What follows belongs to an exercise in optimizing a design on an open flow for small area; a production flow would make more cautious choices. RTL that was checked went through simulation tests only; none was proved equivalent to the original. The flow treats the clock pin as an ideal source, which a real chip does not have. Power and IR drop assume default switching activity.

== trial 52 ==
==> flow/design.v <==
`timescale 1ns / 1ps
module crcSMPTE (
	input [17:0] crcIn,
	input [9:0] data,
	output [17:0] crcOut
);
	wire [9:0] t = crcIn[9:0] ^ data;
	assign crcOut[0]  = crcIn[10];
	assign crcOut[1]  = crcIn[11];
	assign crcOut[2]  = crcIn[12];
	assign crcOut[3]  = t[0] ^ crcIn[13];
	assign crcOut[4]  = t[0] ^ t[1] ^ crcIn[14];
	assign crcOut[5]  = t[1] ^ t[2] ^ crcIn[15];
	assign crcOut[6]  = t[2] ^ t[3] ^ crcIn[16];
	assign crcOut[7]  = t[3] ^ t[4] ^ crcIn[17];
	assign crcOut[8]  = t[0] ^ t[4] ^ t[5];
	assign crcOut[9]  = t[1] ^ t[5] ^ t[6];
	assign crcOut[10] = t[2] ^ t[6] ^ t[7];
	assign crcOut[11] = t[3] ^ t[7] ^ t[8];
	assign crcOut[12] = t[4] ^ t[8] ^ t[9];
	assign crcOut[13] = t[5] ^ t[9];
	assign crcOut[14] = t[6];
	assign crcOut[15] = t[7];
	assign crcOut[16] = t[8];
	assign crcOut[17] = t[9];
endmodule
`timescale 1ns / 100ps
module SMPTE274(
  input           i_CLK_74m25,
  input           i_RST_N,
  input           i_EN,
  input  [ 9 : 0] i_data_Y,
  input  [ 9 : 0] i_data_C,
  output [11 : 0] PIX_CNT_o,
  output [10 : 0] LINE_CNT_o,
  output          VSYNC_o,
  output          HSYNC_o,
  output          DATA_RQ_o,
  output [ 9 : 0] Y_data_o,
  output [ 9 : 0] C_data_o
  );
reg  [11 : 0] pix_cnt;
reg  [10 : 0] line_cnt;
reg           i_EN_d;
reg           running;       
reg           frame;         
reg           V;
reg           vsync;
reg           line_data_rq;
reg  [ 9 : 0] pdata_Y, pdata_C;
reg  [17 : 0] crc_Y, crc_C;
wire [11 : 0] p = pix_cnt;
wire [10 : 0] l = line_cnt;
wire hi      = p[11];                         
wire top     = &p[10:7];                      
wire pix_end = hi & p[7] & p[4] & p[2] & p[1] & p[0];      
wire sav     = hi & p[7] & p[4] & p[2];                    
wire q_lo    = ~|p[6:3];                                   
wire eav     = ~hi & top & q_lo & ~p[2];                   
wire lncrc   = ~hi & top & q_lo &  p[2];                   
wire trs     = eav | sav;                                  
wire data    = ~hi & ~top;                                 
wire H       = ~hi;                                        
wire line_end = l[10] & l[6] & l[5] & l[2] & l[0];         
wire line_41  = (l == 11'd41);
wire line_1121 = l[10] & l[6] & l[5] & ~l[2] & ~l[1] & l[0];
wire [10 : 0] line_inc = line_cnt + 1'b1;    
always @(negedge i_CLK_74m25 or negedge i_RST_N)
  if (!i_RST_N)
    pix_cnt <= 0;
  else if (pix_end)
    pix_cnt <= 0;
  else if (running)
    pix_cnt <= pix_cnt + 1'b1;
always @(posedge i_CLK_74m25 or negedge i_RST_N)
  if (!i_RST_N)
    line_cnt <= 0;
  else if (line_end)
    line_cnt <= 0;
  else if (pix_end)
    line_cnt <= line_inc;
always @(posedge i_CLK_74m25 or negedge i_RST_N)
  if (!i_RST_N) begin
    i_EN_d       <= 1'b0;
    running      <= 1'b0;
    frame        <= 1'b0;
    V            <= 1'b0;
    vsync        <= 1'b0;
    line_data_rq <= 1'b0;
  end else begin
    i_EN_d       <= i_EN;
    running      <= running | (i_EN ^ i_EN_d);
    frame        <= line_41 | (frame & ~line_1121);
    V            <= ~frame;
    vsync        <= V;
    line_data_rq <= frame & ~hi & ~top & ~(p[10:0] == 11'h77f);    
  end
assign HSYNC_o = hi | (top & |p[6:0]);        
wire [17:0] crcOut_Y, crcOut_C;
crcSMPTE CRC_Y (.crcIn(crc_Y), .data(pdata_Y), .crcOut(crcOut_Y));
crcSMPTE CRC_C (.crcIn(crc_C), .data(pdata_C), .crcOut(crcOut_C));
wire crc_clr = ~|p[10:0];
always @(posedge i_CLK_74m25) begin
  crc_Y <= crc_clr ? 18'd0 : crcOut_Y;
  crc_C <= crc_clr ? 18'd0 : crcOut_C;
end
wire [9:0] xyz  = {1'b1, 1'b0, V, H, V ^ H, H, V, V ^ H, 2'b00};
wire [9:0] ln0  = {~line_inc[6], line_inc[6:0], 2'b00};
wire [9:0] ln1  = {4'b1000, line_inc[10:7], 2'b00};
reg [9:0] w_Y, w_C;
always @* begin
  if (data) begin
    w_Y = i_data_Y;
    w_C = i_data_C;
  end else if (trs) begin
    case (p[1:0])
      2'd0:    begin w_Y = 10'h3ff; w_C = 10'h3ff; end
      2'd3:    begin w_Y = xyz;     w_C = xyz;     end
      default: begin w_Y = 10'h000; w_C = 10'h000; end
    endcase
  end else if (lncrc) begin
    case (p[1:0])
      2'd0:    begin w_Y = ln0; w_C = ln0; end
      2'd1:    begin w_Y = ln1; w_C = ln1; end
      2'd2:    begin w_Y = {~crcOut_Y[8], crcOut_Y[8:0]};
                     w_C = {~crcOut_C[8], crcOut_C[8:0]}; end
      default: begin w_Y = {~crc_Y[17], crc_Y[17:9]};
                     w_C = {~crc_C[17], crc_C[17:9]}; end
    endcase
  end else begin
    w_Y = 10'h040;
    w_C = 10'h200;
  end
end
always @(posedge i_CLK_74m25 or negedge i_RST_N)
  if (!i_RST_N) begin
    pdata_Y <= 0;
    pdata_C <= 0;
  end else begin
    pdata_Y <= w_Y;
    pdata_C <= w_C;
  end
assign PIX_CNT_o  = pix_cnt;
assign LINE_CNT_o = line_cnt;
assign Y_data_o   = pdata_Y;
assign C_data_o   = pdata_C;
assign VSYNC_o    = vsync;
assign DATA_RQ_o  = line_data_rq;
endmodule
Settings: LEC_CHECK=0, CAP_MARGIN=20, CORE_MARGIN=2, CORE_UTILIZATION=40, PLACE_DENSITY=0.6, SLEW_MARGIN=20; clock period 13.4 ns.
standard.sh (not shown) runs the stock make flow with config.mk's settings and CLKGATE_MAP_FILE= SYNTH_SCRIPT=/design/flow/synth_recipe.tcl, a recipe that flattens the netlist after the stock synthesis.
==> flow/flow/run.sh <==
#!/bin/bash
# Own layout flow: the standard flow (standard.sh) with
#  - an area-oriented ABC script for the combinational mapping (registers untouched),
#  - the smallest buffer for the port buffers,
# everything else as standard.sh runs it. Logs: flow.log here, ORFS logs under orfs/logs.
set -euo pipefail
W=$PWD
# Synthesis: the standard flow's own script, with abc given flow/area.abc instead of ORFS's script.
cat > "$W/flow_synth.tcl" <<TCL
proc abc {args} {
  set i [lsearch -exact \$args -script]
  if {\$i >= 0} { lset args [expr {\$i+1}] {$W/flow/area.abc} }
  yosys abc {*}\$args
}
source {$W/synth_recipe.tcl}
TCL
sed -e "s#SYNTH_SCRIPT=[^ ]*#SYNTH_SCRIPT=$W/flow_synth.tcl#" standard.sh > flow_standard.sh
grep -q "SYNTH_SCRIPT=$W/flow_synth.tcl" flow_standard.sh
export BUFFER_PORTS_ARGS="-buffer_cell sky130_fd_sc_hd__buf_1"
bash flow_standard.sh > "$W/flow.log" 2>&1
==> flow/flow/area.abc <==
strash
&get -n
&fraig -x
&put
dc2
strash
&get -n
&dch -f
&nf -a
&put
Setup changes, trial 52 to trial 63
==> flow/run.sh (new file) <==
#!/bin/bash
# synth_recipe.tcl (not shown) runs the flow's synth.tcl, then flattens the netlist and writes it again
# the make line also repeats each setting of config.mk as NAME=value (left out here)
make -C /OpenROAD-flow-scripts/flow DESIGN_CONFIG=/design/flow/config.mk WORK_HOME=/design/flow/orfs CLKGATE_MAP_FILE= SYNTH_SCRIPT=/design/flow/synth_recipe.tcl finish
removed: flow/flow/run.sh
removed: flow/flow/area.abc
removed: flow/standard.sh
Notes after the runs:
- Of trial 52 and trial 63, the lower count of buffer and inverter cells on the critical path belongs to trial 63.
- Looking at path length in cells of the critical path, trial 63 sits 2 lower than trial 52 does.
- Summary of trial 63 over trial 52: number of iterations in the first detailed-routing pass lower; final worst hold slack ~0 delta; non-clock buffer count has increased; width of the chip went up 4.7%.
- Die footprint: higher on trial 63
No run of this note included a check of the RTL's function; only the layout flow was run.

---

garnet:
Another version of the RTL of SMPTE274 (not shown whole).
Size: ~350 cells after synthesis, roughly 83 flip-flops, roughly 69 I/O pins, about 0.0035 mm2 of cells after synthesis.
==> flow/config.mk <==
export PLATFORM = sky130hd
export DESIGN_NAME = SMPTE274
export DESIGN_NICKNAME = SMPTE274
export VERILOG_FILES = /design/flow/design.v
export SDC_FILE = /design/flow/constraint.sdc
export NUM_CORES = 4
export LEC_CHECK = 0
export CAP_MARGIN = 20
export CORE_MARGIN = 2
export CORE_UTILIZATION = 75
export PLACE_DENSITY = 0.85
export SLEW_MARGIN = 20
==> flow/constraint.sdc <==
create_clock -name core_clock -period 13.4 [get_ports {i_CLK_74m25}]
set_input_delay 2.6800 -clock core_clock [delete_from_list [all_inputs] [get_ports {i_CLK_74m25}]]
set_output_delay 2.6800 -clock core_clock [all_outputs]
set_load 0.01 [all_outputs]
==> flow/flow/run.sh <==
#!/bin/bash
# Own layout flow: the standard flow (standard.sh) with
#  - an area-oriented ABC script for the combinational mapping (the registers
#    come from the same synthesis steps as before, untouched by ABC),
#  - the smallest buffer for the port buffers,
#  - no half-adder extraction before ABC (ADDER_MAP_FILE empty), so ABC maps
#    the counters with the rest of the logic,
#  - a clock tree built by hand before CTS (flow/clock_tree.tcl: the registers
#    in five equal groups by location, a clkbuf_8 for each group, one root buffer);
#    TritonCTS then finds the clock already buffered and leaves it as it is.
# Each tool's log stays where ORFS writes it (orfs/logs/...); make's output is in flow.log.
set -euo pipefail
W=$PWD
cat > "$W/flow_synth.tcl" <<TCL
proc abc {args} {
  set i [lsearch -exact \$args -script]
  if {\$i >= 0} { lset args [expr {\$i+1}] {$W/flow/area.abc} }
  yosys abc {*}\$args
}
source {$W/synth_recipe.tcl}
TCL
sed -e "s#SYNTH_SCRIPT=[^ ]*#SYNTH_SCRIPT=$W/flow_synth.tcl#" standard.sh > flow_standard.sh
grep -q "SYNTH_SCRIPT=$W/flow_synth.tcl" flow_standard.sh
export ADDER_MAP_FILE=
export BUFFER_PORTS_ARGS="-buffer_cell sky130_fd_sc_hd__buf_1"
if [[ -s flow/clock_tree.tcl ]]; then export PRE_CTS_TCL="$W/flow/clock_tree.tcl"; fi
bash flow_standard.sh "$@" > "$W/flow.log" 2>&1
Other scripts of this flow, unchanged in this note and not shown: flow/flow/area.abc, flow/flow/clock_tree.tcl
garnet went all the way through synthesis, placement and routing and the layout is clean on timing, DRC and antenna.
Changes in lagoon relative to garnet:
diff --git a/flow/flow/run.sh b/flow/flow/run.sh
--- a/flow/flow/run.sh
+++ b/flow/flow/run.sh
@@ -7,5 +7,5 @@
 #    the counters with the rest of the logic,
 #  - a clock tree built by hand before CTS (flow/clock_tree.tcl: the registers
-#    in five equal groups by location, a clkbuf_8 for each group, one root buffer);
+#    in six groups by location, a clkbuf_8 for each group, one root buffer);
 #    TritonCTS then finds the clock already buffered and leaves it as it is.
 # Each tool's log stays where ORFS writes it (orfs/logs/...); make's output is in flow.log.
- Looking at the reports, lagoon completed the entire flow and the layout it produced met the timing, design-rule and antenna checks.
- Diff garnet..lagoon | mapped cell area | unchanged
- Re cell count: no difference whatsoever between garnet and lagoon.
- Die extent in y of lagoon is on par with garnet.
- The number of vias in the routed layout of garnet and that of lagoon are within noise of each other.
- Reported for garnet and lagoon, fraction of met3 tracks used by global routing turned out identical to the last digit.
- Number of placed cells counting well taps across garnet and lagoon: no real change.
- lagoon vs. garnet: total leakage power about even; routed wire length on met3 about even; area growth from synthesis to final layout about even.
The inputs of maple differ from those of lagoon as listed below.
Settings: a change of PLACE_DENSITY from 0.85 to 0.92; a change of CORE_UTILIZATION from 75 to 85.
Results
No final results exist for maple, since it was stopped by error GPL-0301 during global placement (3_3_place_gp).
Going from lagoon to maple, area fraction in compound gates after synthesis neither gained nor lost much; die height lost 5.7%; horizontal die dimension lost about 6%.
Initial core utilization is higher on maple
Re count of buffers from port buffering: no difference whatsoever between lagoon and maple.
For nickel, these inputs were changed with respect to maple:
Settings: a change of CORE_UTILIZATION from 85 to 65; a change of PLACE_DENSITY from 0.92 to 0.75.
==> comparison <==
Per the final summary, nickel finished and its layout is clean on timing, DRC and antenna. Compared with maple, in nickel synthesized cell count closely matched the old numbers; post-synthesis area per instance held. Quantity of I/O buffers inserted on ports came out exactly the same in nickel and maple. Diff nickel and maple: die width higher in nickel. Cell area after synthesis came out exactly the same in nickel and maple. From maple to nickel the numbers moved as follows: starting density of the core fell 20 points, part of the Yosys area used for sequential elements did not really move, count of standard-cell rows +3. Floorplan die height was lower in the run labelled maple.
